This is an optimization exercise on Yosys and OpenROAD, whose aim is small area, a short achievable clock period and few clock cycles, not a production implementation.
RTL that was checked went through simulation tests only; none was proved equivalent to the original.
For runs 2 to 7, only the layout was checked, not whether the RTL still works.

**flow/run.sh**
```bash
#!/bin/bash
# synth_recipe.tcl (not shown) runs the flow's synth.tcl, then flattens the netlist and writes it again
# the make line also repeats each setting of config.mk as NAME=value (left out here)
make -C /OpenROAD-flow-scripts/flow DESIGN_CONFIG=/design/flow/config.mk WORK_HOME=/design/flow/orfs CLKGATE_MAP_FILE= SYNTH_SCRIPT=/design/flow/synth_recipe.tcl finish
```
**flow/config.mk**
```make
export PLATFORM = sky130hd
export DESIGN_NAME = dividor_rtl
export DESIGN_NICKNAME = dividor_rtl
export VERILOG_FILES = /design/flow/design.v
export SDC_FILE = /design/flow/constraint.sdc
export NUM_CORES = 4
export LEC_CHECK = 0
export CAP_MARGIN = 20
export CORE_MARGIN = 2
export CORE_UTILIZATION = 40
export SLEW_MARGIN = 20
```
**flow/constraint.sdc**
```tcl
create_clock -name core_clock -period 7.5 [get_ports {clk}]
set_input_delay 1.5000 -clock core_clock [delete_from_list [all_inputs] [get_ports {clk}]]
set_output_delay 1.5000 -clock core_clock [all_outputs]
set_load 0.01 [all_outputs]
```
**flow/design.v**
```verilog
module dividor_rtl #(parameter SIZE=16) 
		(
			input clk, rst, start,
			input [SIZE-1:0] a, b,
			output reg [SIZE-1:0] m,
			output reg [9:0] f,
			output reg done,
			output reg div0);
		localparam IDLE=3'b000;
		localparam READY=3'b001;
		localparam INVALID=3'b010;
		localparam ZERO=3'b011;
		localparam REAL=3'b100;
		localparam FRACTION=3'b101;
		localparam RESULT=3'b111;
		reg [SIZE-1:0] a_reg, a_next;
		reg [SIZE-1:0] b_reg, b_next;
		reg [SIZE+3:0] a_f_reg, a_f_next;
		reg [1:0] precision_reg, precision_next; 
		reg [SIZE-1:0] counter_real_reg, counter_real_next;
		reg [3:0] counter_fraction_reg, counter_fraction_next; 
		reg [3:0] memory_reg_3, memory_reg_2, memory_reg_1;
		reg [3:0] memory_next_3, memory_next_2, memory_next_1;
		reg [2:0] current_state, next_state;
		always @(posedge clk or posedge rst)
			if (rst) begin
				current_state<= IDLE;
				a_reg<=0;
				b_reg<=0;
				a_f_reg<=0;
				counter_real_reg<=0;
				counter_fraction_reg<=0;
				precision_reg<=0;
				memory_reg_3<=0;
				memory_reg_2<=0;
				memory_reg_1<=0;
			end	
			else begin
				current_state<= next_state;
				a_reg<=a_next;
				b_reg<=b_next;
				a_f_reg<=a_f_next;
				counter_real_reg<=counter_real_next;
				counter_fraction_reg<=counter_fraction_next;
				precision_reg<=precision_next;
				memory_reg_3<=memory_next_3;
				memory_reg_2<=memory_next_2;
				memory_reg_1<=memory_next_1;
			end
		reg store_en;
		reg [3:0] store_val;
		always@(*) begin
			a_next=a_reg;
			b_next=b_reg;
			a_f_next=a_f_reg;
			precision_next=precision_reg;
			counter_real_next=counter_real_reg;
			counter_fraction_next=counter_fraction_reg;
			memory_next_3=memory_reg_3;
			memory_next_2=memory_reg_2;
			memory_next_1=memory_reg_1;
			store_en=0;
			store_val=0;
			case(current_state)
				IDLE: 	begin
							if(start) begin
								next_state=READY;
								a_next=a;
								b_next=b;
							end
					  		else 
								next_state=IDLE;
						end		
				READY: 	begin
							counter_real_next=0;
							memory_next_3=0;
							memory_next_2=0;
							memory_next_1=0;
							if(b_reg==0)
								next_state=INVALID;
					   		else if (a_reg==0)
					   			next_state=ZERO;
					   		else if (a_reg<b_reg) begin
					    		next_state=FRACTION;
					    		a_f_next=a_reg*10;
					    		counter_fraction_next=0;
					    		precision_next=3;
					   		end
					   		else 
					    		next_state=REAL;
					    end		
				INVALID:	begin
						  		next_state=IDLE;
						 	end	    
				ZERO: 	begin
						  	next_state=IDLE;
					  	end
				REAL:	begin
							a_next=a_reg-b_reg;
							counter_real_next=counter_real_reg+1;
							if(a_next>=b_reg)
								next_state=REAL;
							else if (a_next==0)
								next_state=RESULT;
							else begin	
								next_state=FRACTION;
								a_f_next=a_next*10;
								counter_fraction_next=0;
								precision_next=3;	
					  	end	end
				FRACTION:	begin
								if(precision_reg>0) begin
									if(a_f_reg<b_reg) begin
										next_state=FRACTION;
										a_f_next=a_f_reg*10;
										store_en=1;
										store_val=counter_fraction_reg;
										precision_next=precision_reg-1;
										counter_fraction_next=0;
									end
									else begin
										a_f_next=a_f_reg-b_reg;
										counter_fraction_next=counter_fraction_reg+1;
										if(a_f_next>=b_reg)
											next_state=FRACTION;
										else if(a_f_next==0) begin		
											next_state=RESULT;
											store_en=1;
											store_val=counter_fraction_next;
										end
										else begin
											next_state=FRACTION;
											a_f_next=a_f_next*10;
											store_en=1;
											store_val=counter_fraction_next;
											precision_next=precision_reg-1;
											counter_fraction_next=0;
										end
									end
								end		
								else
										next_state=RESULT;	
							end	  	    
				default: next_state=IDLE;
			endcase
			if(store_en)
				case(precision_reg)
					2'd3: memory_next_3=store_val;
					2'd2: memory_next_2=store_val;
					2'd1: memory_next_1=store_val;
					default: ;
				endcase
		end	
			always@(*) 
				case(current_state)
					RESULT: begin m=counter_real_reg; f=memory_reg_3*100+memory_reg_2*10+memory_reg_1; done=1; div0=0; end
					ZERO: begin m=0; f=0; done=1; div0=0; end
					INVALID: begin m=0; f=0; done=1; div0=1; end
					default: begin m=0; f=0; done=0; div0=0; end
			endcase			
endmodule
```
==> results of run 1 <==
per-stage QoR:
step | hold WS [ns] | util | cell area, µm² | std cells
3_5_place_dp | 0.471 | 0.441 | 12200 | 1755
4_1_cts | 0.483 | 0.452 | 12500 | 1770
3_3_place_gp | 0.469 | 0.441 | 12200 | 1755
2_1_floorplan | 0.449 | - | 11100 | 1342
6_report | 0.485 | 0.452 | 12500 | 1770
5_1_grt | 0.504 | 0.452 | 12500 | 1770
cell usage in the layout (no fill, tap or decap), drive strengths merged, types with 12 or more instances in the layout:
cell type	n
o21a	18
nor3	28
a21o	31
a22oi	14
nor2b	14
a21oi	104
ha	211
and2	25
clkdlybuf4s50	62
nand3	51
o21ai	117
nand2b	14
xnor2	47
o31ai	14
buf	14
dfrtp	89
inv	71
a211oi	13
nand2	125
nand4	12
xor2	36
nor2	74
layer usage:
| layer | track usage | vias to the layer above | share of wire |
|---|---|---|---|
| met5 | 0 | - | 0 |
| met4 | 0.0661 | 0 | 0.025 |
| met3 | 0.0352 | 52 | 0.044 |
| met2 | 0.384 | 255 | 0.46 |
| met1 | 0.304 | 4808 | 0.47 |
| li1 | - | 5058 | - |
final cells by class:
cell class	count	area, µm²	share of cell area
Tap cell	378	473	0.0380
Sequential cell	89	2230	0.179
Timing Repair Buffer	76	726	0.0583
Inverter	71	268	0.0215
Clock buffer	10	239	0.0192
Multi-Input combinational cell	1141	8460	0.679
Clock inverter	5	63.8	0.00512
critical path: stages (launching register included):
cell       delay [ns]
dfrtp_1          0.52
inv_1            0.08
ha_1             0.21
fa_1             0.40
nand2b_1         0.22
a21oi_1          0.29
o211ai_1         0.15
and3b_1          0.24
a21oi_1          0.18
xor2_1           0.38
ha_1             0.33
a21o_1           0.16
a211o_1          0.29
a211oi_1         0.19
nand3_1          0.17
a2111oi_4        0.88
nand2_8          0.28
mux2_1           0.40
a221oi_1         0.27
o21ai_1          0.09
cells by family (layout without fill, tap and decap cells):
group | after synthesis | count (layout)
compound gates | 414 | 414
simple gates | 401 | 401
fa+ha+maj | 222 | 222
buf+inv | 112 | 162
flops | 89 | 89
xor+xnor | 83 | 83
mux | 21 | 21
worst paths after layout:
check                           slack (ns)                                to                              from
worst max-delay path                  1.62            a_f_reg[3]$_DFFE_PP0P_            a_f_reg[0]$_DFFE_PP0P_
worst min-delay path                  0.48  counter_real_reg[15]$_DFFE_PP0P_  counter_real_reg[15]$_DFFE_PP0P_
worst max register to register        1.62            a_f_reg[3]$_DFFE_PP0P_            a_f_reg[0]$_DFFE_PP0P_
worst min register to register        0.48  counter_real_reg[15]$_DFFE_PP0P_  counter_real_reg[15]$_DFFE_PP0P_
max in group asynchronous             4.79            a_f_reg[7]$_DFFE_PP0P_                               rst
min in group asynchronous             1.43         memory_reg_2[0]$_DFF_PP0_                               rst
==> run_results.csv, run 1 <==
group,metric,value,unit
worst_setup_path,start_kind,"flip-flop",
sta,setup_viol,0,
finish,largest_reg_flops,20,
finish,diodes,0,
cts,cts_tree,"built",
worst_setup_path,critPathArrivalTime,6.11,ns
sta,fin_crit_sh,0.783,
detailed_routing,ant_nets,0,
worst_setup_path,reg2regPathDepth,19,
worst_hold_path,whs_path_depth,1,
sta,finalMaxSlewViolations,0,
sta,setup_tns,0,ns
logic_synthesis,synth_edf_count,0,
cts,clock_tree.htree_level_count,3,
worst_setup_path,critPathCaptureType,"flip-flop",
cts,clk_pin_slew,0.07,ns
cts,cts_resized,0,
logic_synthesis,synthMuxAreaShare,0.0201,
finish,fillCellCount,2785,
run_status,status,"complete, no violations",
logic_synthesis,synthFlopType,"dfrtp_1",
detailed_routing,drt_wl_total,32700,µm
logic_synthesis,synthTopCellsByArea,"ha_1 (24%), dfrtp_1 (20%), a21oi_1 (4.7%)",
sta,fmax,170,MHz
global_route,grt_pass1_wl,52000,µm
sta,hold_viol,0,
logic_synthesis,synth_top_family_by_area,"adder cells",
worst_hold_path,hold_class,"flip-flop to flip-flop",
cts,clk_latency,0.36,ns
cts,cts_buffer_depth,2,
cts,cts_sinks,89,
worst_setup_path,worstPathMaxFanout,19,
floorplanning,io_pins,63,
global_route,first_global_vias,9696,
placement,pre_cts_ws,1.70,ns
worst_setup_path,path_class,"flip-flop to flip-flop",
logic_synthesis,yosys.cell_count.top_type,"ha_1",
sta,skew,0.00843,ns
global_route,antenna_found_initial,0,
floorplanning,rows,61,
cts,post-cts-setup-buffer-count,0,
detailed_routing,drt-vias-per-instance,5.75,
logic_synthesis,synth_area,11100,µm²
logic_synthesis,syn_nets,1599,
logic_synthesis,ys_top_cells_by_count,"ha_1 (211), nand2_1 (123), a21oi_1 (104)",
cts,root_buffer,"clkbuf_16",
floorplanning,die_h,171,µm
global_route,grt_usage,0.229,
global_route,gr-total-overflow,0,
cts,cts_inserted_buffers,9,
sta,fin_crit,5.88,ns
floorplanning,die_x,171,µm
sta,rsz0062_at_grt,"no",
sta,worst_pin_slew,1.02,ns
cts,hold_buffers,0,
logic_synthesis,synthCells,1342,
floorplanning,start_util,0.404,
logic_synthesis,yosys_warnings,1,
logic_synthesis,synth_xor_area_frac,0.0654,
logic_synthesis,synth_compound_area_frac,0.240,
finish,drive_gt1_frac,0.0374,
logic_synthesis,ys_ff_latch,89,
logic_synthesis,synth_cell_types,83,
placement,gp_congestion,0.950,
finish,fin_nets,1645,
logic_synthesis,synth-adder-area-share,0.257,
logic_synthesis,yosys.area_share.simple,0.177,
logic_synthesis,yosysTopAreaCell,"ha_1",
floorplanning,die_area,29200,µm²
logic_synthesis,postSynthAreaPerCell,8.29,µm²
job,maxCapViolations,0,
logic_synthesis,seq_area_frac_synth,0.200,
sta,fin_ws,1.62,ns
detailed_routing,drc,0,
logic_synthesis,yosys.area.top_type_share,0.237,
finish,syn_to_final_growth,12.0,%
sta,slew_headroom,0.316,
detailed_routing,drt_iter0_markers,669,
global_route,grt_max_degree,71,
detailed_routing,drt-pass1-iter-count,6,
logic_synthesis,async_reset_ff_frac,1.00,
worst_setup_path,required,7.73,ns
placement,port_buffers,62,
detailed_routing,via_count,10200,
placement,dp_hpwl,25900,µm
floorplanning,coreArea,27600,µm²
detailed_routing,wire_per_inst,18.5,µm
Testbench counts, summed over its fixed seeds: cycles 1,204,431.
==> run 2, diff against run 1 <==
==> flow/design.v (replaced) <==
module dividor_rtl #(parameter SIZE=16)
		(
			input clk, rst, start,
			input [SIZE-1:0] a, b,
			output [SIZE-1:0] m,
			output [9:0] f,
			output done,
			output div0);
		localparam IDLE = 3'd0;
		localparam INT  = 3'd1;
		localparam MUL  = 3'd2;
		localparam FRAC = 3'd3;
		localparam FIN  = 3'd4;
		reg [2:0] state;
		reg [2:0] cnt;           
		reg [15:0] b_r;
		reg [17:0] b3;           
		reg [15:0] p;            
		reg [15:0] q;            
		reg [9:0] fr;            
		integer i;
		reg [15:0] bs;           
		always @(*) begin
			bs[15] = 1'b0;
			for (i = 14; i >= 0; i = i - 1)
				bs[i] = bs[i+1] | b[i+1];
		end
		wire [8:0] z;
		genvar j;
		generate for (j = 0; j < 8; j = j + 1) begin : g_z
			wire [31:0] lim = ({16'd0, bs} << (2*j)) | ((32'd1 << (2*j)) - 32'd1);
			assign z[j] = ~|(a & ~lim[15:0]);
		end endgenerate
		assign z[8] = 1'b1;
		reg [3:0] nj;
		always @(*) begin
			nj = 4'd8;
			for (i = 7; i >= 0; i = i - 1)
				if (z[i]) nj = i;
		end
		wire [31:0] a_sh = {a, 16'd0} >> {nj, 1'b0};
		wire [1:0] in_bits = (state == INT) ? q[15:14] : fr[9:8];
		wire [17:0] t = {p, in_bits};
		wire [18:0] d1 = {1'b0, t} - {3'b0, b_r};
		wire [18:0] d2 = {1'b0, t} - {2'b0, b_r, 1'b0};
		wire [18:0] d3 = {1'b0, t} - {1'b0, b3};
		wire [1:0] qq = !d3[18] ? 2'd3 : !d2[18] ? 2'd2 : !d1[18] ? 2'd1 : 2'd0;
		wire [15:0] p_step = !d3[18] ? d3[15:0] : !d2[18] ? d2[15:0] : !d1[18] ? d1[15:0] : t[15:0];
		wire [25:0] n1000 = {p, 10'd0} - {6'd0, p, 4'd0} - {7'd0, p, 3'd0};
		always @(posedge clk or posedge rst)
			if (rst)
				state <= IDLE;
			else case (state)
				IDLE: if (start) state <= z[0] ? MUL : INT;
				INT:  if (cnt == 3'd0) state <= MUL;
				MUL:  state <= (p == 16'd0) ? FIN : FRAC;
				FRAC: if (cnt == 3'd0) state <= FIN;
				default: state <= IDLE;
			endcase
		always @(posedge clk) begin
			case (state)
				IDLE: begin
					b_r <= b;
					b3 <= {1'b0, b, 1'b0} + {2'b0, b};
					p <= a_sh[31:16];
					q <= a_sh[15:0];
					cnt <= nj[2:0] - 3'd1;
				end
				MUL: begin
					p <= n1000[25:10];
					cnt <= 3'd4;
				end
				default: begin
					p <= p_step;
					cnt <= cnt - 3'd1;
				end
			endcase
			if (state == INT)
				q <= {q[13:0], qq};
			if (state == MUL)
				fr <= n1000[9:0];
			else
				fr <= {fr[7:0], qq};
		end
		assign m = q;
		assign f = fr;
		assign done = (state == FIN);
		assign div0 = (b_r == 16'd0);
endmodule
--- a/flow/config.mk
+++ b/flow/config.mk
@@ -8,4 +8,5 @@
 export CAP_MARGIN = 20
 export CORE_MARGIN = 2
 export CORE_UTILIZATION = 40
+export SETUP_SLACK_MARGIN = 4.0
 export SLEW_MARGIN = 20
==> run 2 against run 1 <==
First-iteration DRC count grew 5.4%; die area fell by 18%; highest routed layer unchanged; still clean on timing, DRC and antenna; global-route usage is 2.0 points higher; clock-buffer cell count did not move; utilization is 7.1 points higher; synthesized cell count is 18% lower; via count down 13%; register-to-register slack better by 2.2 ns; critical path depth is 7 lower; routed wire length decreased by 6.6%.
==> run_results.csv, run 2 <==
group,metric,value,unit
run_status,status,"complete, no violations",
floorplanning,coreArea,22400,µm²
finish,fin_area,11700,µm²
sta,setup_tns,0,ns
cts,cts_tree,"built",
finish,final_cell_mix,"ha_1 (96), nand2_1 (87), inv_1 (81)",
worst_setup_path,start_kind,"input port",
placement,pre_cts_ws,1.97,ns
sta,hold_viol,0,
logic_synthesis,synth_xor_area_frac,0.0598,
global_route,first_global_vias,8620,
worst_setup_path,cp_slowest_stage_delay,0.46,ns
logic_synthesis,synth_top_family_by_area,"compound AO/OA/AOI/OAI gates",
finish,syn_to_final_growth,29.2,%
logic_synthesis,yosysTopAreaCell,"edfxtp_1",
placement,placed_area,10100,µm²
sta,fmax,246,MHz
placement,dp_hpwl,22100,µm
sta,setup_viol,0,
sta,fin_ws,3.43,ns
floorplanning,start_util,0.405,
global_route,grt_pass1_wl,46400,µm
detailed_routing,ant_nets,0,
cts,root_buffer,"clkbuf_16",
sta,fin_crit_sh,0.543,
global_route,grt_max_degree,36,
sta,rsz0062_at_grt,"yes",
logic_synthesis,yosys.area.top_type_share,0.162,
worst_setup_path,cpMostUsedCell,"buf_6",
floorplanning,die_area,23900,µm²
finish,diodes,0,
finish,largest_reg_flops,18,
logic_synthesis,synthCells,1094,
worst_setup_path,worstPathMaxFanout,6,
finish,final_common_cell,"ha_1",
logic_synthesis,synthFlopType,"edfxtp_1",
detailed_routing,drt_iter0_markers,705,
sta,fin_crit,4.07,ns
worst_setup_path,path_delay_family,"compound AO/OA/AOI/OAI gates",
detailed_routing,drc,0,
global_route,antenna_found_initial,0,
detailed_routing,drt-pass1-iter-count,5,
logic_synthesis,postSynthAreaPerCell,8.30,µm²
logic_synthesis,yosys_warnings,1,
cts,cts_inserted_buffers,9,
logic_synthesis,yosys.cell_count.top_type,"ha_1",
global_route,use_met3,0.0297,
cts,hold_buffers,0,
cts,clk_latency,0.35,ns
worst_setup_path,required,7.61,ns
detailed_routing,wire_per_inst,20.5,µm
detailed_routing,drt-vias-per-instance,5.97,
logic_synthesis,seq_area_frac_synth,0.234,
logic_synthesis,synth_edf_count,49,
worst_setup_path,slowest_stage,"a221o_2",
finish,reg_top3,"b3 x18, p x16, q x16",
finish,fin_nets,1350,
global_route,gr-total-overflow,0,
sta,finalMaxSlewViolations,0,
floorplanning,io_pins,63,
logic_synthesis,synthMuxAreaShare,0.0600,
logic_synthesis,yosys.area_share.simple,0.189,
job,maxCapViolations,0,
placement,gp_congestion,0.930,
placement,port_buffers,62,
sta,worst_pin_slew,0.839,ns
sta,skew,0.0162,ns
logic_synthesis,async_reset_ff_frac,0.0370,
cts,cts_buffer_depth,2,
logic_synthesis,ys_ff_latch,81,
logic_synthesis,synthTopCellsByArea,"edfxtp_1 (16%), ha_1 (14%), dfxtp_1 (6.4%)",
logic_synthesis,ys_top_cells_by_count,"ha_1 (101), nand2_1 (93), inv_1 (89)",
global_route,grt_usage,0.248,
worst_setup_path,path_class,"input port to flip-flop",
logic_synthesis,syn_nets,1243,
detailed_routing,via_count,8897,
floorplanning,die_x,155,µm
cts,cts_sinks,81,
worst_setup_path,critPathArrivalTime,4.18,ns
finish,drive_gt1_frac,0.219,
worst_setup_path,cp_cell_sequence,"buf_6 -> nor4_4 -> buf_4 -> buf_6 -> nand4_1 -> a31oi_2 -> a22oi_1 -> a221o_2 -> and2_4 -> mux2_4 -> a32o_1 -> a221o_1",
sta,slew_headroom,0.439,
logic_synthesis,synth_compound_area_frac,0.236,
global_route,met2_usage,0.413,
logic_synthesis,synth-adder-area-share,0.168,
floorplanning,rows,55,
worst_setup_path,critPathCaptureType,"flip-flop",
logic_synthesis,synth_cell_types,77,
detailed_routing,drt_wl_total,30500,µm
floorplanning,die_h,155,µm
global_route,use_met1,0.330,
worst_setup_path,cp_num_buf_inv,3,
cts,clock_tree.htree_level_count,3,
logic_synthesis,synth_area,9080,µm²
finish,fin_util,0.523,
worst_hold_path,hold_class,"flip-flop to flip-flop",
global_route,grt_busiest_layer,"met2",
cts,clk_pin_slew,0.07,ns
## run 2: cell types whose count changed after synthesis, sizes merged, moves of 35 or more
cell,change
edfxtp,+49
dfrtp,-86
o21ai,-52
ha,-110
mux2i,+35
## run 2: tightest hold or removal path, stage by stage, from the launching register on
cell     delay, ns
dfxtp_1       0.33
nand2_1       0.05
o21ai_0       0.05
## run 2: layout make-up
type                    instances  area [µm²]
fillers                      2030       10700
multi-input cells             895        7390
flip-flops and latches         81        2140
repair buffers                125        1210
well taps                     285         357
inverters                      89         344
clock buffers                  10         239
clock inverters                 6        47.5
## run 2: logic make-up (layout without fill, tap and decap cells)
logic type / Yosys count / in the layout
muxes: 53 / 53
adders and majority gates: 114 / 114
and+or+nand+nor: 342 / 345
AOI/OAI and AO/OA: 320 / 321
xor gates and xnor gates: 62 / 62
DFF: 81 / 81
buffers and inverters: 122 / 230
## run 2: timing repair
item                                    4_1_cts  5_1_grt
endpoints found under the setup margin       50       42
resized for setup                           282       60
setup buffers                                45       12
cloned                                        5        0
pin swaps                                    40       32
## run 2: path summary, 6_finish.rpt
check                                startpoint                   end  slack (ns)  cells after the start
max                                        b[9]       q[13]$_DFFE_PP_        3.43                     12
min                            fr[2]$_SDFF_PP0_         fr[4]$_DFF_P_        0.46                      2
max reg2reg                state[0]$_DFFE_PP0P_          p[0]$_DFF_P_        3.79                     12
min reg2reg                    fr[2]$_SDFF_PP0_         fr[4]$_DFF_P_        0.46                      2
max in group asynchronous                   rst  state[2]$_DFFE_PP0P_        6.05                      2
min in group asynchronous                   rst  state[0]$_DFFE_PP0P_        1.31                      2
## run 2: through the flow
step / hold WS, ns / cells
after global placement: 0.437 / 1413
after floorplan: 0.479 / 1094
after detailed placement: 0.443 / 1413
after CTS: 0.461 / 1479
final: 0.458 / 1491
after global routing: 0.490 / 1491
## run 2: per-layer routing
metal | part of all wire | up-vias
met5 | 0 | -
li1 | - | 4261
met2 | 0.47 | 332
met4 | 0.040 | 0
met3 | 0.052 | 89
met1 | 0.44 | 4215
==> run 3, diff against run 2 <==
--- a/flow/design.v
+++ b/flow/design.v
@@ -18,6 +18,7 @@
 		reg [15:0] p;            
 		reg [15:0] q;            
 		reg [9:0] fr;            
+		reg [1:0] nb;            
 		integer i;
 		reg [15:0] bs;           
 		always @(*) begin
@@ -39,8 +40,7 @@
 				if (z[i]) nj = i;
 		end
 		wire [31:0] a_sh = {a, 16'd0} >> {nj, 1'b0};
-		wire [1:0] in_bits = (state == INT) ? q[15:14] : fr[9:8];
-		wire [17:0] t = {p, in_bits};
+		wire [17:0] t = {p, nb};
 		wire [18:0] d1 = {1'b0, t} - {3'b0, b_r};
 		wire [18:0] d2 = {1'b0, t} - {2'b0, b_r, 1'b0};
 		wire [18:0] d3 = {1'b0, t} - {1'b0, b3};
@@ -75,6 +75,12 @@
 					cnt <= cnt - 3'd1;
 				end
 			endcase
+			case (state)
+				IDLE: nb <= a_sh[15:14];
+				INT:  nb <= q[13:12];
+				MUL:  nb <= n1000[9:8];
+				default: nb <= fr[7:6];
+			endcase
 			if (state == INT)
 				q <= {q[13:0], qq};
 			if (state == MUL)
==> run 3 against run 2 <==
First-iteration DRC count rose by 27%; largest cell class unchanged; non-clock buffer count rose by 19; flip-flop and latch count rose by 2; critical path type unchanged; synthesized area rose by 0.36%; critical path depth rose by 2; synthesized cell count fell by 1.1%; fmax rose by 1.6%; utilization rose by 0.50 points.
==> run_results.csv, run 3 <==
group,metric,value,unit
run_status,status,"complete, no violations",
logic_synthesis,synthTopCellsByArea,"edfxtp_1 (16%), ha_1 (14%), dfxtp_1 (6.8%)",
placement,port_buffers,62,
floorplanning,die_area,24000,µm²
logic_synthesis,seq_area_frac_synth,0.238,
sta,hold_viol,0,
sta,fin_ws,3.49,ns
finish,reg_top3,"b3 x18, p x16, q x16",
finish,fin_util,0.528,
worst_setup_path,slowest_stage,"or3_4",
worst_setup_path,critPathCaptureType,"flip-flop",
global_route,grt_pass1_wl,47400,µm
placement,placed_area,10100,µm²
detailed_routing,ant_nets,0,
sta,fin_hold_ws,0.459,ns
logic_synthesis,synth_area,9110,µm²
sta,worst_pin_slew,1.00,ns
detailed_routing,wl_met2,14700,µm
sta,finalMaxSlewViolations,0,
finish,final_common_cell,"ha_1",
floorplanning,coreArea,22500,µm²
sta,fin_crit,4.01,ns
finish,fillCellCount,2030,
finish,diodes,0,
detailed_routing,wl_met3,2500,µm
worst_setup_path,cp_cell_sequence,"buf_12 -> inv_16 -> ha_4 -> or3b_4 -> nor4_4 -> buf_4 -> a32oi_4 -> buf_6 -> and2_4 -> or3_4 -> nor2_4 -> buf_6 -> a21oi_1 -> a21oi_1",
logic_synthesis,ys_top_cells_by_count,"ha_1 (101), nor2_1 (93), inv_1 (86)",
cts,clock_tree.htree_level_count,3,
cts,cts_inserted_buffers,9,
logic_synthesis,ys_ff_latch,83,
logic_synthesis,synthCells,1082,
finish,largest_reg_flops,18,
finish,drive_gt1_frac,0.221,
logic_synthesis,synth_edf_count,49,
finish,fin_area,11900,µm²
global_route,gr-total-overflow,0,
finish,fin_nets,1360,
worst_setup_path,required,7.69,ns
detailed_routing,drt_iter0_markers,896,
sta,rsz0062_at_grt,"yes",
placement,dp_hpwl,22700,µm
floorplanning,io_pins,63,
logic_synthesis,yosys.area.top_type_share,0.161,
worst_hold_path,hold_class,"flip-flop to flip-flop",
floorplanning,start_util,0.405,
detailed_routing,via_count,9178,
sta,fmax,250,MHz
finish,syn_to_final_growth,30.4,%
cts,cts_buffer_depth,2,
floorplanning,rows,55,
worst_setup_path,start_kind,"input port",
detailed_routing,drc,0,
floorplanning,die_h,155,µm
sta,skew,0.0147,ns
sta,slew_headroom,0.332,
global_route,first_global_vias,8597,
worst_setup_path,worstPathMaxFanout,5,
sta,fin_crit_sh,0.534,
worst_setup_path,critPathArrivalTime,4.20,ns
cts,clk_latency,0.35,ns
global_route,antenna_found_initial,0,
logic_synthesis,synth_cell_types,83,
detailed_routing,drt-pass1-iter-count,6,
logic_synthesis,yosys_warnings,1,
cts,cts_tree,"built",
detailed_routing,wl_met1,13900,µm
sta,setup_tns,0,ns
logic_synthesis,syn_nets,1231,
logic_synthesis,yosys.cell_count.top_type,"ha_1",
logic_synthesis,postSynthAreaPerCell,8.42,µm²
global_route,grt_max_degree,38,
placement,gp_congestion,0.934,
logic_synthesis,synthFlopType,"edfxtp_1",
worst_setup_path,path_class,"input port to flip-flop",
detailed_routing,drt-vias-per-instance,6.11,
finish,final_cell_mix,"ha_1 (95), nor2_1 (87), inv_1 (82)",
logic_synthesis,yosysTopAreaCell,"edfxtp_1",
cts,root_buffer,"clkbuf_16",
detailed_routing,topRoutingLayerUsed,"met4",
sta,setup_viol,0,
job,maxCapViolations,0,
cts,clk_pin_slew,0.07,ns
logic_synthesis,async_reset_ff_frac,0.0361,
floorplanning,die_x,155,µm
detailed_routing,wire_per_inst,21.4,µm
placement,pre_cts_ws,1.84,ns
worst_setup_path,cp_slowest_stage_delay,0.49,ns
global_route,grt_usage,0.254,
detailed_routing,drt_wl_total,32100,µm
cts,cts_sinks,83,
[run 3: cell types whose count changed after synthesis, moves of 12 or more]
cell / delta
mux2i_1: -14
nand2_1: -27
nor2_1: +17
o21ai_0: +12
xnor2_1: -15
xor2_1: +16
[run 3: metal layers]
| metal | vias up | global-route usage |
|---|---|---|
| met5 | - | 0 |
| met4 | 0 | 0.0688 |
| met3 | 77 | 0.0482 |
| met2 | 449 | 0.408 |
| met1 | 4338 | 0.351 |
| li1 | 4314 | - |
[run 3: cell type report]
| class | count | area (µm²) | share of cell area |
|---|---|---|---|
| multi-input cells | 886 | 7320 | 0.616 |
| flip-flops and latches | 83 | 2180 | 0.184 |
| repair buffers | 144 | 1340 | 0.113 |
| clock buffers | 13 | 308 | 0.0259 |
| clock inverters | 3 | 22.5 | 0.00190 |
| well taps | 285 | 357 | 0.0300 |
| inverters | 87 | 349 | 0.0294 |
[run 3: worst paths after layout]
kind / startpoint / end / cells past startpoint / slack [ns]
worst max-delay path: b[15] / q[6]$_DFFE_PP_ / 14 / 3.49
worst min register to register: fr[3]$_DFF_P_ / fr[5]$_DFF_P_ / 2 / 0.46
worst min-delay path: fr[3]$_DFF_P_ / fr[5]$_DFF_P_ / 2 / 0.46
worst max register to register: p[7]$_DFF_P_ / p[12]$_DFF_P_ / 12 / 3.84
max in group asynchronous: rst / state[2]$_DFFE_PP0P_ / 2 / 6.08
min in group asynchronous: rst / state[0]$_DFFE_PP0P_ / 2 / 1.30
[run 3: logic make-up after synthesis]
kind of cell,Yosys count,share of synthesized area
simple gates,305,0.167
buf+inv,116,0.0501
mux,45,0.0514
xor+xnor,63,0.0606
flops,83,0.238
compound gates,356,0.266
fa+ha+maj,114,0.167
[run 3: metrics by stage]
stage / std cells
2_1_floorplan: 1082
5_1_grt: 1501
3_3_place_gp: 1406
6_report: 1501
4_1_cts: 1481
3_5_place_dp: 1406
[run 3: what timing repair did]
action	in CTS	in global routing
gates cloned	4	0
hold buffers	0	0
setup buffers	55	20
pin swaps	35	41
endpoints found under the setup margin	50	42
resized for setup	209	105
[run 3: worst max-delay path: cells and delay by family]
kind | cells | cell delay, ns
and+or+nand+nor | 5 | 1.57
buffers and inverters | 5 | 0.66
adders and majority gates | 1 | 0.15
AOI/OAI and AO/OA | 3 | 0.31
==> run 4, diff against run 3 <==
--- a/flow/design.v
+++ b/flow/design.v
@@ -7,10 +7,11 @@
 			output done,
 			output div0);
 		localparam IDLE = 3'd0;
-		localparam INT  = 3'd1;
-		localparam MUL  = 3'd2;
-		localparam FRAC = 3'd3;
-		localparam FIN  = 3'd4;
+		localparam PREP = 3'd1;
+		localparam INT  = 3'd2;
+		localparam MUL  = 3'd3;
+		localparam FRAC = 3'd4;
+		localparam FIN  = 3'd5;
 		reg [2:0] state;
 		reg [2:0] cnt;           
 		reg [15:0] b_r;
@@ -19,27 +20,31 @@
 		reg [15:0] q;            
 		reg [9:0] fr;            
 		reg [1:0] nb;            
-		integer i;
-		reg [15:0] bs;           
-		always @(*) begin
-			bs[15] = 1'b0;
-			for (i = 14; i >= 0; i = i - 1)
-				bs[i] = bs[i+1] | b[i+1];
-		end
+		function [15:0] below_lead(input [15:0] x);
+			integer k;
+			begin
+				below_lead[15] = 1'b0;
+				for (k = 14; k >= 0; k = k - 1)
+					below_lead[k] = below_lead[k+1] | x[k+1];
+			end
+		endfunction
+		wire a_short = ~|(a & ~below_lead(b));
+		wire [15:0] bs = below_lead(b_r);
 		wire [8:0] z;
 		genvar j;
 		generate for (j = 0; j < 8; j = j + 1) begin : g_z
 			wire [31:0] lim = ({16'd0, bs} << (2*j)) | ((32'd1 << (2*j)) - 32'd1);
-			assign z[j] = ~|(a & ~lim[15:0]);
+			assign z[j] = ~|(q & ~lim[15:0]);
 		end endgenerate
 		assign z[8] = 1'b1;
+		integer i;
 		reg [3:0] nj;
 		always @(*) begin
 			nj = 4'd8;
 			for (i = 7; i >= 0; i = i - 1)
 				if (z[i]) nj = i;
 		end
-		wire [31:0] a_sh = {a, 16'd0} >> {nj, 1'b0};
+		wire [31:0] a_sh = {q, 16'd0} >> {nj, 1'b0};
 		wire [17:0] t = {p, nb};
 		wire [18:0] d1 = {1'b0, t} - {3'b0, b_r};
 		wire [18:0] d2 = {1'b0, t} - {2'b0, b_r, 1'b0};
@@ -51,7 +56,8 @@
 			if (rst)
 				state <= IDLE;
 			else case (state)
-				IDLE: if (start) state <= z[0] ? MUL : INT;
+				IDLE: if (start) state <= a_short ? MUL : PREP;
+				PREP: state <= INT;
 				INT:  if (cnt == 3'd0) state <= MUL;
 				MUL:  state <= (p == 16'd0) ? FIN : FRAC;
 				FRAC: if (cnt == 3'd0) state <= FIN;
@@ -62,9 +68,18 @@
 				IDLE: begin
 					b_r <= b;
 					b3 <= {1'b0, b, 1'b0} + {2'b0, b};
+					p <= a;
+					q <= a_short ? 16'd0 : a;
+				end
+				PREP: begin
 					p <= a_sh[31:16];
 					q <= a_sh[15:0];
 					cnt <= nj[2:0] - 3'd1;
+				end
+				INT: begin
+					p <= p_step;
+					q <= {q[13:0], qq};
+					cnt <= cnt - 3'd1;
 				end
 				MUL: begin
 					p <= n1000[25:10];
@@ -76,13 +91,11 @@
 				end
 			endcase
 			case (state)
-				IDLE: nb <= a_sh[15:14];
+				PREP: nb <= a_sh[15:14];
 				INT:  nb <= q[13:12];
 				MUL:  nb <= n1000[9:8];
 				default: nb <= fr[7:6];
 			endcase
-			if (state == INT)
-				q <= {q[13:0], qq};
 			if (state == MUL)
 				fr <= n1000[9:0];
 			else
==> run 4 against run 3 <==
Still clean on timing, DRC and antenna; non-clock buffer count shrank 23; register-to-register slack gained 0.17 ns; first-iteration DRC count grew 17%; clock skew shrank 0.0028 ns; synthesized cell count grew 6.1%; die area grew 2.4%; via count grew 4.5%; utilization shrank 2.2 points; flip-flop and latch count is the same; cell count grew 4.0%; critical endpoint is now div0.
==> run_results.csv, run 4 <==
group,metric,value,unit
sta,setup_viol,0,
floorplanning,die_x,157,µm
logic_synthesis,synthFlopType,"edfxtp_1",
cts,clk_latency,0.35,ns
cts,root_buffer,"clkbuf_16",
finish,multi_input_area,7170,µm²
worst_setup_path,required,6.00,ns
finish,fin_nets,1392,
worst_setup_path,critPathCaptureType,"output port",
logic_synthesis,seq_area_frac_synth,0.235,
sta,hold_viol,0,
worst_setup_path,path_class,"flip-flop to output port",
placement,port_buffers,62,
cts,cts_tree,"built",
worst_setup_path,worstPathMaxFanout,2,
worst_setup_path,critPathArrivalTime,1.99,ns
finish,drive_gt1_frac,0.163,
detailed_routing,wire_per_inst,22.7,µm
sta,skew,0.0120,ns
sta,setup_tns,0,ns
job,maxCapViolations,0,
detailed_routing,ant_nets,0,
finish,largest_reg_flops,18,
logic_synthesis,yosys.area.top_type_share,0.167,
finish,diodes,0,
floorplanning,rows,55,
floorplanning,io_pins,63,
logic_synthesis,synthTopCellsByArea,"edfxtp_1 (17%), ha_1 (14%), dfxtp_1 (6.0%)",
logic_synthesis,ys_top_cells_by_count,"nor2_1 (118), ha_1 (101), a21oi_1 (94)",
worst_setup_path,start_kind,"flip-flop",
global_route,grt_usage,0.284,
sta,fin_ws,4.01,ns
global_route,grt_max_degree,37,
sta,fmax,286,MHz
logic_synthesis,yosysTopAreaCell,"edfxtp_1",
worst_hold_path,hold_class,"flip-flop to flip-flop",
cts,clock_tree.htree_level_count,3,
global_route,antenna_found_initial,0,
cts,clk_pin_slew,0.07,ns
logic_synthesis,postSynthAreaPerCell,8.13,µm²
finish,reg_top3,"b3 x18, p x16, q x16",
sta,fin_crit_sh,0.466,
run_status,status,"complete, no violations",
logic_synthesis,synthCells,1148,
logic_synthesis,yosys.cell_count.top_type,"nor2_1",
global_route,grt_pass1_wl,52700,µm
finish,final_common_cell,"nor2_1",
sta,finalMaxSlewViolations,0,
floorplanning,die_h,157,µm
detailed_routing,drt-pass1-iter-count,6,
logic_synthesis,ys_ff_latch,83,
sta,rsz0062_at_grt,"yes",
cts,cts_inserted_buffers,9,
finish,ff_latch_area,2230,µm²
floorplanning,coreArea,22800,µm²
logic_synthesis,yosys_warnings,1,
floorplanning,start_util,0.410,
finish,fillCellCount,2176,
global_route,first_global_vias,8882,
logic_synthesis,synth_edf_count,52,
finish,final_cell_mix,"nor2_1 (115), ha_1 (91), a21oi_1 (86)",
placement,pre_cts_ws,3.10,ns
sta,fin_crit,3.49,ns
logic_synthesis,async_reset_ff_frac,0.0361,
detailed_routing,drc,0,
detailed_routing,via_count,9588,
logic_synthesis,synth_cell_types,81,
placement,gp_congestion,0.980,
logic_synthesis,syn_nets,1297,
logic_synthesis,synth_area,9330,µm²
cts,cts_buffer_depth,2,
detailed_routing,drt_wl_total,35500,µm
detailed_routing,drt-vias-per-instance,6.14,
floorplanning,die_area,24600,µm²
cts,hold_buffers,0,
detailed_routing,drt_iter0_markers,1047,
placement,dp_hpwl,26400,µm
sta,worst_pin_slew,1.00,ns
cts,cts_sinks,83,
global_route,gr-total-overflow,0,
finish,syn_to_final_growth,23.6,%
sta,slew_headroom,0.329,
-- run 4: cells by family (layout without fill, tap and decap cells) --
logic type / count (synthesis) / count (layout) / share of synthesized area
AO/OA/AOI/OAI: 378 / 381 / 0.270
XOR/XNOR: 59 / 59 / 0.0554
adder cells (fa/ha/maj): 114 / 114 / 0.163
buffers and inverters: 126 / 223 / 0.0546
flip-flops: 83 / 83 / 0.235
multiplexers: 38 / 38 / 0.0422
AND/OR/NAND/NOR: 350 / 350 / 0.179
-- run 4: critical path: stages, from the launching register on --
cell and delay [ns]:
edfxtp_1 0.48, buf_4 0.19, nor4_4 0.36, nand3_4 0.13, nor2_4 0.12, nand2_2 0.08, nor2_2 0.15, buf_2 0.15
-- run 4: final timing paths --
path / from / to / slack [ns] / depth (start not counted)
min in group asynchronous: rst / state[2]$_DFFE_PP0P_ / 1.33 / 2
max in group asynchronous: rst / state[0]$_DFFE_PP0P_ / 6.02 / 2
worst max-delay path: b_r[9]$_DFFE_PP_ / div0 / 4.01 / 7
worst min-delay path: fr[2]$_SDFF_PP0_ / fr[4]$_DFF_P_ / 0.45 / 2
worst max register to register: b_r[9]$_DFFE_PP_ / q[7]$_DFFE_PP_ / 4.01 / 13
worst min register to register: fr[2]$_SDFF_PP0_ / fr[4]$_DFF_P_ / 0.45 / 2
-- run 4: per-layer routing --
| metal | wire [µm] | track usage |
|---|---|---|
| met5 | 0 | 0 |
| met2 | 15400 | 0.435 |
| met4 | 1250 | 0.0965 |
| met3 | 3430 | 0.0515 |
| met1 | 15400 | 0.402 |
-- run 4: final cells by class --
class                      instances  area share
multi-input combinational        942       0.622
timing repair buffer             121      0.0940
clock inverter                     4     0.00651
clock buffer                      12      0.0205
inverter                          86      0.0293
sequential                        83       0.194
tap                              313      0.0340
-- run 4: repair_timing --
item,CTS,global route
endpoints found under the setup margin,48,41
gates cloned,2,2
endpoints found under the hold margin,0,0
setup buffers,21,29
pin swaps,15,23
gates resized for setup,81,78
-- run 4: stage by stage --
step / hold slack, ns / std cells / cell area (µm²) / utilization
floorplan: 0.467 / 1148 / 9360 / -
global route: 0.484 / 1561 / 11500 / 0.506
detailed placement: 0.440 / 1491 / 10300 / 0.451
finish: 0.451 / 1561 / 11500 / 0.506
CTS: 0.452 / 1530 / 11000 / 0.483
global placement: 0.440 / 1491 / 10300 / 0.451
==> run 5, diff against run 4 <==
--- a/flow/design.v
+++ b/flow/design.v
@@ -51,7 +51,12 @@
 		wire [18:0] d3 = {1'b0, t} - {1'b0, b3};
 		wire [1:0] qq = !d3[18] ? 2'd3 : !d2[18] ? 2'd2 : !d1[18] ? 2'd1 : 2'd0;
 		wire [15:0] p_step = !d3[18] ? d3[15:0] : !d2[18] ? d2[15:0] : !d1[18] ? d1[15:0] : t[15:0];
-		wire [25:0] n1000 = {p, 10'd0} - {6'd0, p, 4'd0} - {7'd0, p, 3'd0};
+		wire [25:0] mx = {p, 10'd0};
+		wire [25:0] my = ~{6'd0, p, 4'd0};
+		wire [25:0] mz = ~{7'd0, p, 3'd0};
+		wire [25:0] ms = mx ^ my ^ mz;
+		wire [25:0] mc = (mx & my) | (mx & mz) | (my & mz);
+		wire [25:0] n1000 = ms + {mc[24:0], 1'b0} + 26'd2;
 		always @(posedge clk or posedge rst)
 			if (rst)
 				state <= IDLE;
@@ -64,10 +69,10 @@
 				default: state <= IDLE;
 			endcase
 		always @(posedge clk) begin
+			b3 <= {1'b0, b_r, 1'b0} + {2'b0, b_r};
 			case (state)
 				IDLE: begin
 					b_r <= b;
-					b3 <= {1'b0, b, 1'b0} + {2'b0, b};
 					p <= a;
 					q <= a_short ? 16'd0 : a;
 				end
==> run 5 against run 4 <==
Highest routed layer unchanged; still clean; hold slack improved by 0.014 ns; setup slack got worse by 0.039 ns; utilization increased by 2.3 points; clock skew increased by 0.0019 ns; cell count increased by 2.4%; non-clock buffer count increased by 25; register-to-register slack got worse by 0.04 ns.
==> run_results.csv, run 5 <==
group,metric,value,unit
global_route,gr-total-overflow,0,
worst_hold_path,worstHoldStart,"fr[4]$_DFF_P_",
placement,dpl.cell_count,1506,
worst_setup_path,cp_slowest_stage_delay,0.70,ns
logic_synthesis,yosys.area.top_type_share,0.166,
sta,setup_tns,0,ns
global_route,grt_usage,0.282,
cts,clk_latency,0.37,ns
logic_synthesis,ys_ff_latch,84,
finish,final_cell_mix,"ha_1 (112), nor2_1 (97), a21oi_1 (93)",
logic_synthesis,seq_area_frac_synth,0.219,
logic_synthesis,syn_nets,1332,
worst_setup_path,reg2regPathDepth,14,
worst_setup_path,worstReg2RegEnd,"p[6]$_DFF_P_",
logic_synthesis,postSynthAreaPerCell,8.06,µm²
worst_setup_path,r2r_slack,3.97,ns
global_route,use_met1,0.379,
sta,fin_crit_sh,0.471,
finish,diodes,0,
logic_synthesis,yosys.cell_count.top_type,"ha_1",
detailed_routing,drt-pass1-iter-count,8,
global_route,met2_usage,0.455,
global_route,use_met3,0.0465,
sta,hold_viol,0,
floorplanning,die_area,24600,µm²
worst_setup_path,slowest_stage,"nor4_2",
detailed_routing,via_count,9855,
sta,finalMaxSlewViolations,0,
worst_setup_path,path_class,"flip-flop to flip-flop",
logic_synthesis,yosys_warnings,1,
worst_setup_path,cp_cell_sequence,"inv_2 -> ha_4 -> nor3b_4 -> buf_6 -> o211ai_1 -> a31oi_1 -> nor3_2 -> o211a_4 -> buf_4 -> nor4_2 -> nand2_1 -> o41ai_1 -> a311oi_2 -> nand3_1",
cts,cts_tree,"built",
cts,root_buffer,"clkbuf_16",
sta,fin_crit,3.53,ns
worst_setup_path,reg2reg_from,"b_r[15]$_DFFE_PP_",
finish,drive_gt1_frac,0.192,
logic_synthesis,yosysTopAreaCell,"ha_1",
logic_synthesis,ys_top_cells_by_count,"ha_1 (124), nor2_1 (102), a21oi_1 (101)",
detailed_routing,drc,0,
detailed_routing,ant_nets,0,
logic_synthesis,async_reset_ff_frac,0.0357,
placement,gp_congestion,1.00,
sta,worst_pin_slew,0.930,ns
cts,cts_buffer_depth,2,
floorplanning,die_h,157,µm
sta,rsz0062_at_grt,"yes",
logic_synthesis,synth_cell_types,82,
cts,cts_sinks,84,
sta,slew_headroom,0.379,
placement,port_buffers,62,
finish,fin_area,12100,µm²
placement,dp_hpwl,26100,µm
run_status,status,"complete, no violations",
finish,final_common_cell,"ha_1",
logic_synthesis,synthCells,1159,
finish,fin_nets,1454,
global_route,first_global_vias,9236,
worst_setup_path,critPathCaptureType,"flip-flop",
sta,skew,0.0139,ns
logic_synthesis,synthTopCellsByArea,"ha_1 (17%), edfxtp_1 (11%), dfxtp_1 (9.9%)",
placement,placed_area,10300,µm²
logic_synthesis,synthFlopType,"dfxtp_1",
global_route,grt_pass1_wl,52500,µm
finish,syn_to_final_growth,29.0,%
logic_synthesis,synth_edf_count,35,
floorplanning,io_pins,63,
cts,clk_pin_slew,0.08,ns
worst_setup_path,required,7.80,ns
finish,largest_reg_flops,18,
worst_setup_path,critPathArrivalTime,3.83,ns
detailed_routing,drt_wl_total,36000,µm
worst_hold_path,whs_endpoint,"fr[6]$_DFF_P_",
floorplanning,start_util,0.410,
global_route,grt_max_degree,31,
floorplanning,coreArea,22800,µm²
detailed_routing,drt_iter0_markers,1071,
detailed_routing,drt-vias-per-instance,6.16,
global_route,antenna_found_initial,0,
global_route,grt_busiest_layer,"met2",
worst_hold_path,whs_path_depth,2,
worst_setup_path,worstPathMaxFanout,6,
sta,setup_viol,0,
detailed_routing,wire_per_inst,22.5,µm
cts,clock_tree.htree_level_count,3,
logic_synthesis,synth_area,9340,µm²
finish,fin_cells,1599,
worst_setup_path,start_kind,"flip-flop",
sta,fmax,283,MHz
job,maxCapViolations,0,
worst_hold_path,hold_class,"flip-flop to flip-flop",
floorplanning,rows,55,
finish,fillCellCount,2122,
cts,cts_inserted_buffers,9,
floorplanning,die_x,157,µm
-- run 5: cell types whose count changed in the layout (fill, tap and decap cells not counted), moves of 14 or more --
cell / change
buf_4: +18
dfxtp_1: +16
edfxtp_1: -17
ha_1: +21
mux2i_1: -22
mux2i_4: +14
nor2_1: -18
-- run 5: critical path: cells and delay by family, from the launching register on --
kind                       cells  cell delay [ns]
AOI/OAI and AO/OA              5             1.05
adders and majority gates      1             0.16
buffers and inverters          3             0.39
DFF                            1             0.40
and+or+nand+nor                5             1.45
-- run 5: how the worst max path moves through the flow --
stage | start | to | cells past startpoint
after global placement | b[12] | q[12]$_DFFE_PP_ | 8
after floorplan | b_r[15]$_DFFE_PP_ | q[11]$_DFFE_PP_ | 11
after CTS | b_r[14]$_DFFE_PP_ | q[8]$_DFFE_PP_ | 12
after detailed placement | b[12] | q[12]$_DFFE_PP_ | 9
after global routing | p[3]$_DFF_P_ | p[15]$_DFF_P_ | 14
final | b_r[15]$_DFFE_PP_ | p[6]$_DFF_P_ | 14
-- run 5: area by class of cell --
class	instances	area, µm²	share of cell area
multi-input combinational	948	7520	0.624
sequential	84	2100	0.174
timing repair buffer	146	1360	0.113
tap	313	392	0.0325
inverter	92	370	0.0307
clock buffer	10	250	0.0208
clock inverter	6	63.8	0.00529
-- run 5: kinds of logic after synthesis --
group | share of synthesized area
AOI/OAI and AO/OA | 0.269
and+or+nand+nor | 0.180
adders and majority gates | 0.196
buffers and inverters | 0.0534
DFF | 0.219
xor gates and xnor gates | 0.0525
muxes | 0.0301
-- run 5: through the flow --
step,hold slack (ns),utilization,worst slack [ns]
6_report,0.465,0.529,3.97
5_1_grt,0.492,0.529,3.83
4_1_cts,0.468,0.488,3.96
3_5_place_dp,0.447,0.450,3.10
3_3_place_gp,0.447,0.450,3.04
2_1_floorplan,0.430,-,4.01
-- run 5: metal layers --
layer / share of wire / vias up
li1: - / 4559
met1: 0.42 / 4615
met2: 0.45 / 547
met3: 0.083 / 134
met4: 0.040 / 0
met5: 0 / -
-- run 5: what timing repair did --
action                     4_1_cts  5_1_grt
buffers inserted                28       46
hold buffers                     0        0
gates cloned                     2        1
gates resized for setup         97      111
setup endpoints to repair       45       39
pin swaps                        8       34
==> run 6, diff against run 5 <==
--- a/flow/design.v
+++ b/flow/design.v
@@ -28,13 +28,12 @@
 					below_lead[k] = below_lead[k+1] | x[k+1];
 			end
 		endfunction
-		wire a_short = ~|(a & ~below_lead(b));
-		wire [15:0] bs = below_lead(b_r);
+		wire [15:0] bs = below_lead(b);
 		wire [8:0] z;
 		genvar j;
 		generate for (j = 0; j < 8; j = j + 1) begin : g_z
 			wire [31:0] lim = ({16'd0, bs} << (2*j)) | ((32'd1 << (2*j)) - 32'd1);
-			assign z[j] = ~|(q & ~lim[15:0]);
+			assign z[j] = ~|(a & ~lim[15:0]);
 		end endgenerate
 		assign z[8] = 1'b1;
 		integer i;
@@ -44,7 +43,13 @@
 			for (i = 7; i >= 0; i = i - 1)
 				if (z[i]) nj = i;
 		end
-		wire [31:0] a_sh = {q, 16'd0} >> {nj, 1'b0};
+		reg [8:1] sh;            
+		reg [31:0] a_sh;
+		always @(*) begin
+			a_sh = 32'd0;
+			for (i = 1; i <= 8; i = i + 1)
+				if (sh[i]) a_sh = a_sh | ({q, 16'd0} >> (2*i));
+		end
 		wire [17:0] t = {p, nb};
 		wire [18:0] d1 = {1'b0, t} - {3'b0, b_r};
 		wire [18:0] d2 = {1'b0, t} - {2'b0, b_r, 1'b0};
@@ -61,7 +66,7 @@
 			if (rst)
 				state <= IDLE;
 			else case (state)
-				IDLE: if (start) state <= a_short ? MUL : PREP;
+				IDLE: if (start) state <= z[0] ? MUL : PREP;
 				PREP: state <= INT;
 				INT:  if (cnt == 3'd0) state <= MUL;
 				MUL:  state <= (p == 16'd0) ? FIN : FRAC;
@@ -74,12 +79,14 @@
 				IDLE: begin
 					b_r <= b;
 					p <= a;
-					q <= a_short ? 16'd0 : a;
+					q <= z[0] ? 16'd0 : a;
+					for (i = 1; i <= 8; i = i + 1)
+						sh[i] <= (nj == i);
+					cnt <= nj[2:0] - 3'd1;
 				end
 				PREP: begin
 					p <= a_sh[31:16];
 					q <= a_sh[15:0];
-					cnt <= nj[2:0] - 3'd1;
 				end
 				INT: begin
 					p <= p_step;
==> run 6 against run 5 <==
Still clean; cell count is 2.4% lower; die area is 2.6% higher; first-iteration DRC count down 30%; fmax is 8.4% lower; critical path type is now input port to flip-flop; highest routed layer unchanged.
==> run_results.csv, run 6 <==
group,metric,value,unit
sta,fin_hold_ws,0.457,ns
floorplanning,die_area,25200,µm²
worst_setup_path,path_delay_family,"simple AND/OR/NAND/NOR gates",
floorplanning,rows,56,
detailed_routing,drt-vias-per-instance,6.00,
floorplanning,start_util,0.409,
detailed_routing,drc,0,
cts,cts_buffer_depth,2,
worst_setup_path,start_kind,"input port",
global_route,grt_pass1_wl,49500,µm
finish,fin_cells,1560,
run_status,status,"complete, no violations",
finish,multi_input_area,7170,µm²
worst_hold_path,hold_class,"flip-flop to flip-flop",
finish,diodes,0,
logic_synthesis,async_reset_ff_frac,0.0326,
worst_setup_path,cp_slowest_stage_delay,0.55,ns
logic_synthesis,yosys_warnings,1,
cts,clock_tree.htree_level_count,3,
floorplanning,die_x,159,µm
finish,drive_gt1_frac,0.174,
worst_hold_path,whs_endpoint,"fr[2]$_SDFF_PP0_",
finish,ff_latch_area,2330,µm²
sta,finalMaxSlewViolations,0,
global_route,grt_max_degree,35,
worst_setup_path,path_class,"input port to flip-flop",
global_route,use_met1,0.329,
finish,fin_util,0.503,
global_route,first_global_vias,8880,
cts,root_buffer,"clkbuf_16",
placement,dp_hpwl,23200,µm
global_route,use_met3,0.0238,
logic_synthesis,synthTopCellsByArea,"ha_1 (16%), edfxtp_1 (13%), dfxtp_1 (9.6%)",
worst_hold_path,whs_path_depth,1,
cts,cts_inserted_buffers,9,
sta,skew,0.00739,ns
global_route,gr-total-overflow,0,
global_route,grt_usage,0.245,
logic_synthesis,yosys.area.top_type_share,0.160,
global_route,grt_busiest_layer,"met2",
finish,largest_reg_flops,18,
sta,rsz0062_at_grt,"yes",
detailed_routing,drt_iter0_markers,755,
cts,cts_tree,"built",
sta,fmax,259,MHz
finish,fin_nets,1408,
global_route,met2_usage,0.410,
worst_setup_path,critPathCaptureType,"flip-flop",
detailed_routing,drt_wl_total,31900,µm
logic_synthesis,synth_edf_count,43,
worst_setup_path,critPathArrivalTime,3.94,ns
worst_hold_path,worstHoldStart,"fr[0]$_SDFF_PP0_",
logic_synthesis,ys_top_cells_by_count,"ha_1 (123), nor2_1 (111), a21oi_1 (96)",
worst_setup_path,slowest_stage,"or4_4",
worst_setup_path,required,7.58,ns
finish,fillCellCount,2219,
detailed_routing,drt-pass1-iter-count,8,
worst_setup_path,cp_num_buf_inv,1,
sta,hold_viol,0,
worst_setup_path,worstReg2RegEnd,"p[15]$_DFF_P_",
cts,cts_sinks,92,
worst_setup_path,reg2regPathDepth,14,
sta,fin_crit,3.86,ns
floorplanning,die_h,159,µm
worst_setup_path,critPathLaunch,"b[4]",
placement,dpl.cell_count,1480,
worst_setup_path,worstPathMaxFanout,4,
finish,final_cell_mix,"ha_1 (110), nor2_1 (109), a21oi_1 (89)",
placement,port_buffers,62,
cts,clk_pin_slew,0.07,ns
finish,final_common_cell,"ha_1",
logic_synthesis,yosys.cell_count.top_type,"ha_1",
logic_synthesis,syn_nets,1314,
worst_setup_path,cp_cell_sequence,"buf_8 -> or4_4 -> nor4_4 -> and3_4 -> a21boi_2 -> o22ai_1 -> a22o_2 -> o21ai_2 -> a21oi_2 -> o221ai_2 -> ha_2 -> xnor2_2 -> nand2_1",
detailed_routing,ant_nets,0,
logic_synthesis,synth_cell_types,91,
sta,worst_pin_slew,0.903,ns
global_route,antenna_found_initial,0,
worst_setup_path,crit_cells,13,
logic_synthesis,synthFlopType,"dfxtp_1",
sta,setup_viol,0,
logic_synthesis,synth_area,9590,µm²
sta,setup_tns,0,ns
detailed_routing,wire_per_inst,20.5,µm
sta,fin_crit_sh,0.514,
logic_synthesis,synthCells,1142,
finish,syn_to_final_growth,23.2,%
detailed_routing,via_count,9366,
logic_synthesis,yosysTopAreaCell,"ha_1",
logic_synthesis,postSynthAreaPerCell,8.40,µm²
sta,slew_headroom,0.398,
worst_setup_path,r2r_slack,3.68,ns
floorplanning,coreArea,23500,µm²
worst_setup_path,reg2reg_from,"p[10]$_DFF_P_",
cts,clk_latency,0.36,ns
logic_synthesis,ys_ff_latch,92,
floorplanning,io_pins,63,
logic_synthesis,seq_area_frac_synth,0.238,
placement,gp_congestion,0.900,
job,maxCapViolations,0,
cts,hold_buffers,0,
## run 6: timing repair
| action | 4_1_cts | 5_1_grt |
|---|---|---|
| cloned | 2 | 2 |
| hold endpoints to repair | 0 | 0 |
| setup endpoints to repair | 42 | 37 |
| gates resized for setup | 99 | 74 |
| setup buffers | 30 | 30 |
| pin swaps | 24 | 43 |
## run 6: cells by family after synthesis
| logic type | after synthesis | share of synthesized area |
|---|---|---|
| buf+inv | 146 | 0.0599 |
| simple gates | 295 | 0.150 |
| flops | 92 | 0.238 |
| compound gates | 397 | 0.291 |
| fa+ha+maj | 137 | 0.190 |
| xor+xnor | 59 | 0.0539 |
| mux | 16 | 0.0170 |
## run 6: how the worst max path moves through the flow
| stage | slack [ns] | to |
|---|---|---|
| finish | 3.64 | cnt[2]$_SDFFCE_PP1N_ |
| global route | 3.50 | cnt[2]$_SDFFCE_PP1N_ |
| CTS | 3.70 | cnt[2]$_SDFFCE_PP1N_ |
| detailed placement | 2.76 | cnt[2]$_SDFFCE_PP1N_ |
| global placement | 2.77 | cnt[2]$_SDFFCE_PP1N_ |
| floorplan | 3.58 | cnt[2]$_SDFFCE_PP1N_ |
## run 6: stage by stage
| stage | setup WS, ns | instance area, µm² |
|---|---|---|
| after global placement | 2.77 | 10500 |
| after detailed placement | 2.76 | 10500 |
| after CTS | 3.70 | 11200 |
| after global routing | 3.50 | 11800 |
| after floorplan | 3.58 | 9640 |
| final | 3.64 | 11800 |
## run 6: area by class of cell
class	instances	share of cell area
Clock buffer	9	0.0191
Inverter	96	0.0323
Tap cell	319	0.0338
Multi-Input combinational cell	907	0.607
Timing Repair Buffer	130	0.102
Clock inverter	7	0.00837
Sequential cell	92	0.197
## run 6: metal layers
| layer | wire [µm] | vias up |
|---|---|---|
| li1 | - | 4455 |
| met1 | 14000 | 4520 |
| met2 | 15100 | 331 |
| met3 | 1850 | 60 |
| met4 | 972 | 0 |
| met5 | 0 | - |
==> run 7, diff against run 6 <==
--- a/flow/design.v
+++ b/flow/design.v
@@ -20,6 +20,7 @@
 		reg [15:0] q;            
 		reg [9:0] fr;            
 		reg [1:0] nb;            
+		reg short;               
 		function [15:0] below_lead(input [15:0] x);
 			integer k;
 			begin
@@ -79,7 +80,8 @@
 				IDLE: begin
 					b_r <= b;
 					p <= a;
-					q <= z[0] ? 16'd0 : a;
+					q <= a;
+					short <= z[0];
 					for (i = 1; i <= 8; i = i + 1)
 						sh[i] <= (nj == i);
 					cnt <= nj[2:0] - 3'd1;
@@ -113,7 +115,7 @@
 			else
 				fr <= {fr[7:0], qq};
 		end
-		assign m = q;
+		assign m = short ? 16'd0 : q;
 		assign f = fr;
 		assign done = (state == FIN);
 		assign div0 = (b_r == 16'd0);
==> run 7 against run 6 <==
Via count up 0.38%; hold slack better by 0.014 ns; non-clock buffer count down 23; largest cell class unchanged; highest routed layer unchanged; setup slack better by 0.10 ns; first-iteration DRC count down 0.26%; sequential share of layout area up 0.52 points; synthesized cell count up 3.3%; critical endpoint unchanged.
==> run_results.csv, run 7 <==
group,metric,value,unit
run_status,status,"complete, no violations",
worst_setup_path,slowest_stage,"or4_4",
logic_synthesis,ys_top_cells_by_count,"ha_1 (123), nor2_1 (115), a21oi_1 (101)",
floorplanning,io_pins,63,
placement,port_buffers,62,
logic_synthesis,synthTopCellsByArea,"ha_1 (16%), edfxtp_1 (14%), dfxtp_1 (9.5%)",
sta,fin_crit_sh,0.500,
floorplanning,rows,56,
floorplanning,die_h,160,µm
sta,skew,0.0120,ns
detailed_routing,ant_nets,0,
logic_synthesis,synthCells,1180,
logic_synthesis,seq_area_frac_synth,0.239,
logic_synthesis,yosys.cell_count.top_type,"ha_1",
detailed_routing,drc,0,
sta,setup_viol,0,
sta,rsz0062_at_grt,"yes",
sta,slew_headroom,0.284,
sta,setup_tns,0,ns
finish,final_cell_mix,"ha_1 (110), nor2_1 (109), a21oi_1 (97)",
sta,fmax,267,MHz
detailed_routing,wire_per_inst,20.7,µm
worst_setup_path,required,7.59,ns
global_route,first_global_vias,8767,
worst_setup_path,critPathArrivalTime,3.85,ns
logic_synthesis,yosysTopAreaCell,"ha_1",
worst_setup_path,cp_cell_sequence,"buf_4 -> or4_4 -> or3_4 -> nor3_4 -> nand2_1 -> o311a_1 -> a21bo_1 -> a31oi_4 -> mux2i_1 -> ha_2 -> xor2_1 -> nand2_1",
cts,clk_latency,0.36,ns
worst_hold_path,hold_class,"flip-flop to flip-flop",
sta,worst_pin_slew,1.07,ns
global_route,antenna_found_initial,0,
logic_synthesis,postSynthAreaPerCell,8.21,µm²
floorplanning,start_util,0.411,
logic_synthesis,synthFlopType,"dfxtp_1",
job,maxCapViolations,0,
detailed_routing,via_count,9402,
detailed_routing,drt_wl_total,32500,µm
worst_setup_path,critPathCaptureType,"flip-flop",
global_route,grt_max_degree,41,
worst_setup_path,cp_num_buf_inv,1,
floorplanning,die_area,25500,µm²
global_route,gr-total-overflow,0,
cts,hold_buffers,0,
finish,fin_nets,1417,
detailed_routing,drt_iter0_markers,753,
placement,dp_hpwl,24000,µm
sta,finalMaxSlewViolations,0,
finish,diodes,0,
sta,fin_crit,3.75,ns
logic_synthesis,synth_edf_count,44,
sta,hold_viol,0,
placement,gp_congestion,0.927,
worst_setup_path,path_class,"input port to flip-flop",
floorplanning,die_x,160,µm
worst_setup_path,start_kind,"input port",
cts,cts_buffer_depth,2,
global_route,grt_pass1_wl,49500,µm
finish,largest_reg_flops,18,
logic_synthesis,syn_nets,1352,
detailed_routing,drt-pass1-iter-count,7,
cts,clk_pin_slew,0.07,ns
detailed_routing,drt-vias-per-instance,5.99,
placement,dpl.cell_count,1515,
global_route,grt_usage,0.245,
finish,fin_cells,1569,
finish,final_common_cell,"ha_1",
finish,fillCellCount,2290,
worst_setup_path,worstPathMaxFanout,7,
-- run 7: cells by family (layout without fill, tap and decap cells) --
| kind of cell | count (synthesis) | in the layout | synth area share |
|---|---|---|---|
| compound gates | 416 | 416 | 0.290 |
| xor+xnor | 61 | 61 | 0.0551 |
| fa+ha+maj | 137 | 137 | 0.188 |
| buf+inv | 148 | 217 | 0.0581 |
| flops | 93 | 93 | 0.239 |
| mux | 8 | 8 | 0.00852 |
| simple gates | 317 | 318 | 0.161 |
-- run 7: area by class of cell --
class	count	area (µm²)	share of cell area
repair buffers	107	1030	0.0882
clock inverters	7	101	0.00868
multi-input cells	940	7190	0.616
well taps	319	399	0.0342
inverters	94	360	0.0309
clock buffers	9	225	0.0193
flip-flops and latches	93	2360	0.203
-- run 7: worst paths after layout --
| kind | slack, ns | end | start | cells past startpoint |
|---|---|---|---|---|
| max in group asynchronous | 6.00 | state[0]$_DFFE_PP0P_ | rst | 2 |
| min in group asynchronous | 1.35 | state[2]$_DFFE_PP0P_ | rst | 2 |
| setup / recovery | 3.75 | cnt[2]$_SDFFCE_PP1N_ | b[5] | 12 |
| hold / removal | 0.47 | fr[2]$_SDFF_PP0_ | fr[0]$_SDFF_PP0_ | 1 |
| setup reg to reg | 4.07 | p[14]$_DFF_P_ | p[14]$_DFF_P_ | 13 |
| hold reg to reg | 0.47 | fr[2]$_SDFF_PP0_ | fr[0]$_SDFF_PP0_ | 1 |
-- run 7: worst reg2reg max path: cells and delay by family, from the launching register on --
family,cells,cell delay [ns]
AOI/OAI and AO/OA,4,0.98
xor gates and xnor gates,1,0.19
adders and majority gates,3,1.16
buffers and inverters,1,0.10
DFF,1,0.39
and+or+nand+nor,4,0.50
-- run 7: metrics by stage --
step	area, µm²	utilization	setup slack, ns	hold slack [ns]
floorplan	9700	-	3.50	0.430
global placement	10600	0.448	2.77	0.452
detailed placement	10600	0.448	2.75	0.452
CTS	11200	0.475	3.76	0.478
global route	11700	0.494	3.63	0.500
finish	11700	0.494	3.75	0.471
-- run 7: what timing repair did --
item                       CTS  global route
pin swaps                   12            22
gates cloned                 1             2
setup endpoints to repair   32            24
setup buffers               20            15
resized for setup           85            68
-- run 7: layer usage --
layer  wire length (µm)  part of all wire  vias up  track usage
li1                   -                 -     4500            -
met1              14300              0.44     4422        0.327
met2              14900              0.46      399        0.404
met3               1890             0.058       81       0.0283
met4               1490             0.046        0       0.0988
met5                  0                 0        -            0

separate check: timing with driven ports:
In the flow no input, the clock included, has a driving cell. The finished layouts below were timed again as built, in two steps.
Step 1: set_driving_cell puts a clkbuf_16 on clk and a buf_2 on each other input, an assumption about the parent block.
Step 2 also shifts input and output timing later by t, the mid clock arrival at the registers, as if the neighbouring blocks saw the same clock.
Three values: ideal, step 1, step 2; two values: the first two.
run	t, ns	setup slack, ns	worst register clock-pin slew, ns	pins driven straight from the clock port
run 1	0.402	1.624 / 1.624 / 1.624	0.07 / 0.07	1
run 2	0.391	3.429 / 3.424 / 3.033	0.07 / 0.07	1
run 3	0.394	3.494 / 3.491 / 3.098	0.07 / 0.07	1
run 4	0.395	4.007 / 3.959 / 3.682	0.07 / 0.07	1
run 5	0.409	3.968 / 3.968 / 3.697	0.08 / 0.08	1
run 6	0.398	3.643 / 3.647 / 3.249	0.07 / 0.07	1
run 7	0.401	3.748 / 3.752 / 3.351	0.08 / 0.08	1
After both steps every run listed still meets setup and hold. The setup slack of run 7, which loses most, moves by +0.004 ns with the drivers and by -0.397 ns with both steps.
